This design comes from an exercise in tuning for small area and a short achievable clock period on the open sky130 flow, not from production work. Only simulation tests tie the RTL to the original design; equivalence was not proved. Power figures rest on the tool's default switching activity, not on a simulated workload.

==> flow/design.v <==
module fifo(clk,rst,din,dout,wen,ren,full,empty,fifo_cnt);
 input clk,rst;
 input [31:0] din;
 input wen,ren;
 output reg [4:0] fifo_cnt;
 output reg [31:0] dout;
 output reg full;
 output reg empty;
 reg [31:0] mem [0:16];
 reg [16:0] rsel, wsel;      
 reg        ne, nf;          
 reg [4:0]  ncnt;            
 wire rd  = ren & ne;                
 wire wr  = wen & (nf | ren);        
 wire inc = wr & ~rd;
 wire dec = rd & ~wr;
 wire [4:0] cnt    = ~ncnt;
 wire [4:0] cnt_up = cnt + 5'd1;
 wire [4:0] cnt_dn = cnt - 5'd1;
 wire [4:0] cnt_n  = inc ? cnt_up : dec ? cnt_dn : cnt;
 wire is1  = (cnt == 5'd1);
 wire is15 = (cnt == 5'd15);
 wire empty_n = ne ? (is1 & dec) : ~wen;
 wire full_n  = nf ? (is15 & inc) : ~dec;
 always @(posedge clk) begin
  if (!rst) begin
   fifo_cnt <= 5'd0;
   ncnt     <= 5'h1f;
   empty    <= 1'b1;
   full     <= 1'b0;
   ne       <= 1'b0;
   nf       <= 1'b1;
   wsel     <= 17'd1;
   rsel     <= 17'd1;
  end else begin
   fifo_cnt <= cnt_n;
   ncnt     <= ~cnt_n;
   empty    <= empty_n;
   full     <= full_n;
   ne       <= ~empty_n;
   nf       <= ~full_n;
   if (wr) wsel <= {wsel[15:0], wsel[16]};
   if (rd) rsel <= {rsel[15:0], rsel[16]};
  end
 end
 integer i;
 always @(posedge clk) begin
  for (i = 0; i < 17; i = i + 1)
   if (wsel[i]) mem[i] <= din;
 end
 wire [16:0] rs = rsel & {17{rd}};
 reg [31:0] dout_n;
 always @(*) begin
  dout_n = dout & {32{~rd}};
  for (i = 0; i < 17; i = i + 1)
   dout_n = dout_n | (mem[i] & {32{rs[i]}});
 end
 always @(posedge clk) dout <= dout_n;
endmodule
Settings: LEC_CHECK=0, CAP_MARGIN=20, CORE_MARGIN=2, CORE_UTILIZATION=40, SETUP_SLACK_MARGIN=0.8, SLEW_MARGIN=20; clock period 2.4 ns.
standard.sh (not shown) runs the stock make flow with config.mk's settings and CLKGATE_MAP_FILE= SYNTH_SCRIPT=/design/flow/synth_recipe.tcl, a recipe that flattens the netlist after the stock synthesis.
==> flow/flow/run.sh <==
#!/bin/bash
# The standard layout (standard.sh: the standard flow's synthesis and ORFS steps), with
# three changes:
#  - CTS clusters up to 25 sinks within 100 um and inserts no dummy loads,
#  - port buffers start as buf_4 instead of a delay-cell buffer,
#  - the resizer may swap cells across footprints.
set -euo pipefail
export CTS_ARGS="-sink_clustering_enable -repair_clock_nets -sink_clustering_size 25 -sink_clustering_max_diameter 100 -dont_use_dummy_load"
export BUFFER_PORTS_ARGS="-buffer_cell sky130_fd_sc_hd__buf_4"
bash standard.sh MATCH_CELL_FOOTPRINT=0 finish > standard_flow.log 2>&1
Then changed:
==> flow/design.v (replaced) <==
module fifo(clk,rst,din,dout,wen,ren,full,empty,fifo_cnt);
 input clk,rst;
 input [31:0] din;
 input wen,ren;
 output reg [4:0] fifo_cnt;
 output reg [31:0] dout;
 output reg full;
 output reg empty;
 reg [31:0] mem [0:15];
 reg [15:0] rsel, wsel;      
 reg        ne, nf;          
 reg [4:0]  ncnt;            
 wire rd  = ren & ne;                
 wire wr  = wen & (nf | ren);        
 wire inc = wr & ~rd;
 wire dec = rd & ~wr;
 wire [4:0] cnt    = ~ncnt;
 wire [4:0] cnt_up = cnt + 5'd1;
 wire [4:0] cnt_dn = cnt - 5'd1;
 wire [4:0] cnt_n  = inc ? cnt_up : dec ? cnt_dn : cnt;
 wire is1  = (cnt == 5'd1);
 wire is15 = (cnt == 5'd15);
 wire empty_n = ne ? (is1 & dec) : ~wen;
 wire full_n  = nf ? (is15 & inc) : ~dec;
 always @(posedge clk) begin
  if (!rst) begin
   fifo_cnt <= 5'd0;
   ncnt     <= 5'h1f;
   empty    <= 1'b1;
   full     <= 1'b0;
   ne       <= 1'b0;
   nf       <= 1'b1;
   wsel     <= 16'd1;
   rsel     <= 16'd1;
  end else begin
   fifo_cnt <= cnt_n;
   ncnt     <= ~cnt_n;
   empty    <= empty_n;
   full     <= full_n;
   ne       <= ~empty_n;
   nf       <= ~full_n;
   if (wr) wsel <= {wsel[14:0], wsel[15]};
   if (rd) rsel <= {rsel[14:0], rsel[15]};
  end
 end
 wire slot_we = nf | (wen & ren);
 integer i;
 always @(posedge clk) begin
  for (i = 0; i < 16; i = i + 1)
   if (slot_we && wsel[i]) mem[i] <= din;
 end
 reg [31:0] rdata;
 always @(*) begin
  rdata = 32'd0;
  for (i = 0; i < 16; i = i + 1)
   rdata = rdata | (mem[i] & {32{rsel[i]}});
 end
 always @(posedge clk) begin
  if (rd) dout <= rdata;
 end
endmodule
The new run completed with no timing, DRC or antenna violations.
Worst setup slack got worse by 0.048 ns.
Global-route usage hardly moves.
Routed wire length went down by 3.9%.
Total power went down by 6.8%.
Clock power went down by 4.6%.
Fmax went down by 2.9%.
Clock-buffer cell count went down by 1.
Via count went down by 7.1%.
Sequential share of layout area went down by 1.5 points.
Final area went down by 2.0%.
Synthesized area went down by 4.7%.


Starting RTL as in the previous note.
==> module fifo, before the edit <==
module fifo(clk,rst,din,dout,wen,ren,full,empty,fifo_cnt);
 input clk,rst;
 input [31:0] din;
 input wen,ren;
 output reg [4:0] fifo_cnt;
 output reg [31:0] dout;
 output reg full;
 output reg empty;
 reg [31:0] mem [0:16];
 reg [16:0] rsel, wsel;      
 reg        ne, nf;          
 reg [4:0]  ncnt;            
 wire rd  = ren & ne;                
 wire wr  = wen & (nf | ren);        
 wire inc = wr & ~rd;
 wire dec = rd & ~wr;
 wire [4:0] cnt    = ~ncnt;
 wire [4:0] cnt_up = cnt + 5'd1;
 wire [4:0] cnt_dn = cnt - 5'd1;
 wire [4:0] cnt_n  = inc ? cnt_up : dec ? cnt_dn : cnt;
 wire is1  = (cnt == 5'd1);
 wire is15 = (cnt == 5'd15);
 wire empty_n = ne ? (is1 & dec) : ~wen;
 wire full_n  = nf ? (is15 & inc) : ~dec;
 always @(posedge clk) begin
  if (!rst) begin
   fifo_cnt <= 5'd0;
   ncnt     <= 5'h1f;
   empty    <= 1'b1;
   full     <= 1'b0;
   ne       <= 1'b0;
   nf       <= 1'b1;
   wsel     <= 17'd1;
   rsel     <= 17'd1;
  end else begin
   fifo_cnt <= cnt_n;
   ncnt     <= ~cnt_n;
   empty    <= empty_n;
   full     <= full_n;
   ne       <= ~empty_n;
   nf       <= ~full_n;
   if (wr) wsel <= {wsel[15:0], wsel[16]};
   if (rd) rsel <= {rsel[15:0], rsel[16]};
  end
 end
 integer i;
 always @(posedge clk) begin
  for (i = 0; i < 17; i = i + 1)
   if (wsel[i]) mem[i] <= din;
 end
 wire [16:0] rs = rsel & {17{rd}};
 reg [31:0] dout_n;
 always @(*) begin
  dout_n = dout & {32{~rd}};
  for (i = 0; i < 17; i = i + 1)
   dout_n = dout_n | (mem[i] & {32{rs[i]}});
 end
 always @(posedge clk) dout <= dout_n;
endmodule
==> flow/config.mk <==
export PLATFORM = sky130hd
export DESIGN_NAME = fifo
export DESIGN_NICKNAME = fifo
export VERILOG_FILES = /design/flow/design.v
export SDC_FILE = /design/flow/constraint.sdc
export NUM_CORES = 4
export LEC_CHECK = 0
export CAP_MARGIN = 20
export CORE_MARGIN = 2
export CORE_UTILIZATION = 40
export SETUP_SLACK_MARGIN = 0.9
export SLEW_MARGIN = 20
==> flow/constraint.sdc <==
create_clock -name core_clock -period 2.4 [get_ports {clk}]
set_input_delay 0.4800 -clock core_clock [delete_from_list [all_inputs] [get_ports {clk}]]
set_output_delay 0.4800 -clock core_clock [all_outputs]
set_load 0.01 [all_outputs]
==> flow/flow/run.sh <==
#!/bin/bash
# The standard layout (standard.sh: the standard flow's synthesis and ORFS steps), with
# three changes:
#  - CTS clusters up to 20 sinks within 80 um and inserts no dummy loads,
#  - port buffers start as buf_4 instead of a delay-cell buffer,
#  - the resizer may swap cells across footprints.
set -euo pipefail
export CTS_ARGS="-sink_clustering_enable -repair_clock_nets -sink_clustering_size 20 -sink_clustering_max_diameter 80 -dont_use_dummy_load"
export BUFFER_PORTS_ARGS="-buffer_cell sky130_fd_sc_hd__buf_4"
bash standard.sh MATCH_CELL_FOOTPRINT=0 finish > standard_flow.log 2>&1
The first run completed without violations.
==> next run, changes <==
--- a/flow/design.v
+++ b/flow/design.v
@@ -5,10 +5,10 @@
  output reg [4:0] fifo_cnt;
  output reg [31:0] dout;
  output reg full;
  output reg empty;
- reg [31:0] mem [0:16];
- reg [16:0] rsel, wsel;      
+ reg [31:0] mem [0:15];
+ reg [15:0] rsel, wsel;      
  reg        ne, nf;          
  reg [4:0]  ncnt;            
  wire rd  = ren & ne;                
  wire wr  = wen & (nf | ren);        
@@ -29,31 +29,32 @@
    empty    <= 1'b1;
    full     <= 1'b0;
    ne       <= 1'b0;
    nf       <= 1'b1;
-   wsel     <= 17'd1;
-   rsel     <= 17'd1;
+   wsel     <= 16'd1;
+   rsel     <= 16'd1;
   end else begin
    fifo_cnt <= cnt_n;
    ncnt     <= ~cnt_n;
    empty    <= empty_n;
    full     <= full_n;
    ne       <= ~empty_n;
    nf       <= ~full_n;
-   if (wr) wsel <= {wsel[15:0], wsel[16]};
-   if (rd) rsel <= {rsel[15:0], rsel[16]};
+   if (wr) wsel <= {wsel[14:0], wsel[15]};
+   if (rd) rsel <= {rsel[14:0], rsel[15]};
   end
  end
+ wire slot_we = nf | (wen & ren);
  integer i;
  always @(posedge clk) begin
-  for (i = 0; i < 17; i = i + 1)
-   if (wsel[i]) mem[i] <= din;
+  for (i = 0; i < 16; i = i + 1)
+   if (slot_we && wsel[i]) mem[i] <= din;
  end
- wire [16:0] rs = rsel & {17{rd}};
+ wire [15:0] rs = rsel & {16{rd}};
  reg [31:0] dout_n;
  always @(*) begin
   dout_n = dout & {32{~rd}};
-  for (i = 0; i < 17; i = i + 1)
+  for (i = 0; i < 16; i = i + 1)
    dout_n = dout_n | (mem[i] & {32{rs[i]}});
  end
  always @(posedge clk) dout <= dout_n;
 endmodule
=>
- cell count went down slightly
- wire length went up by a few percent
- register-to-register slack improves by 60 ps
- final area went down slightly
- clock skew went up by 44 ps
- power went down by a few percent
- maximum frequency went up slightly

re-timing with driven ports:
The flow's constraints put no driver on any port. The routed layouts listed below were extracted and timed again, unchanged, in two steps.
Step 1 (the two cells are an assumption about what drives the block):
set clk [get_ports {clk}]
set_driving_cell -lib_cell sky130_fd_sc_hd__clkbuf_16 $clk
set_driving_cell -lib_cell sky130_fd_sc_hd__buf_2 [delete_from_list [all_inputs] $clk]
Step 2 times the ports against the registers' clock, not the clock port: input delays grow and output delays shrink by t, the midpoint of the rising clock arrivals with the driver on.
a / b / c = ideal / step 1 / step 2; a / b = the first two.
run	t (ns)	setup WS [ns]	clock arrival spread, ns	worst register clock-pin slew, ns
the first run of note 1	0.649	0.787 / 0.732 / 0.644	0.013 / 0.013	0.10 / 0.10
the second run of note 1	0.635	0.739 / 0.683 / 0.568	0.029 / 0.029	0.10 / 0.10
the first run of note 2	0.615	0.827 / 0.789 / 0.678	0.025 / 0.026	0.09 / 0.09
the second run of note 2	0.599	0.852 / 0.799 / 0.418	0.071 / 0.071	0.09 / 0.09
After both steps every run listed still meets setup and hold. The setup slack of the second run of note 2, which loses most, moves by -0.053 ns with the drivers and by -0.434 ns with both steps.
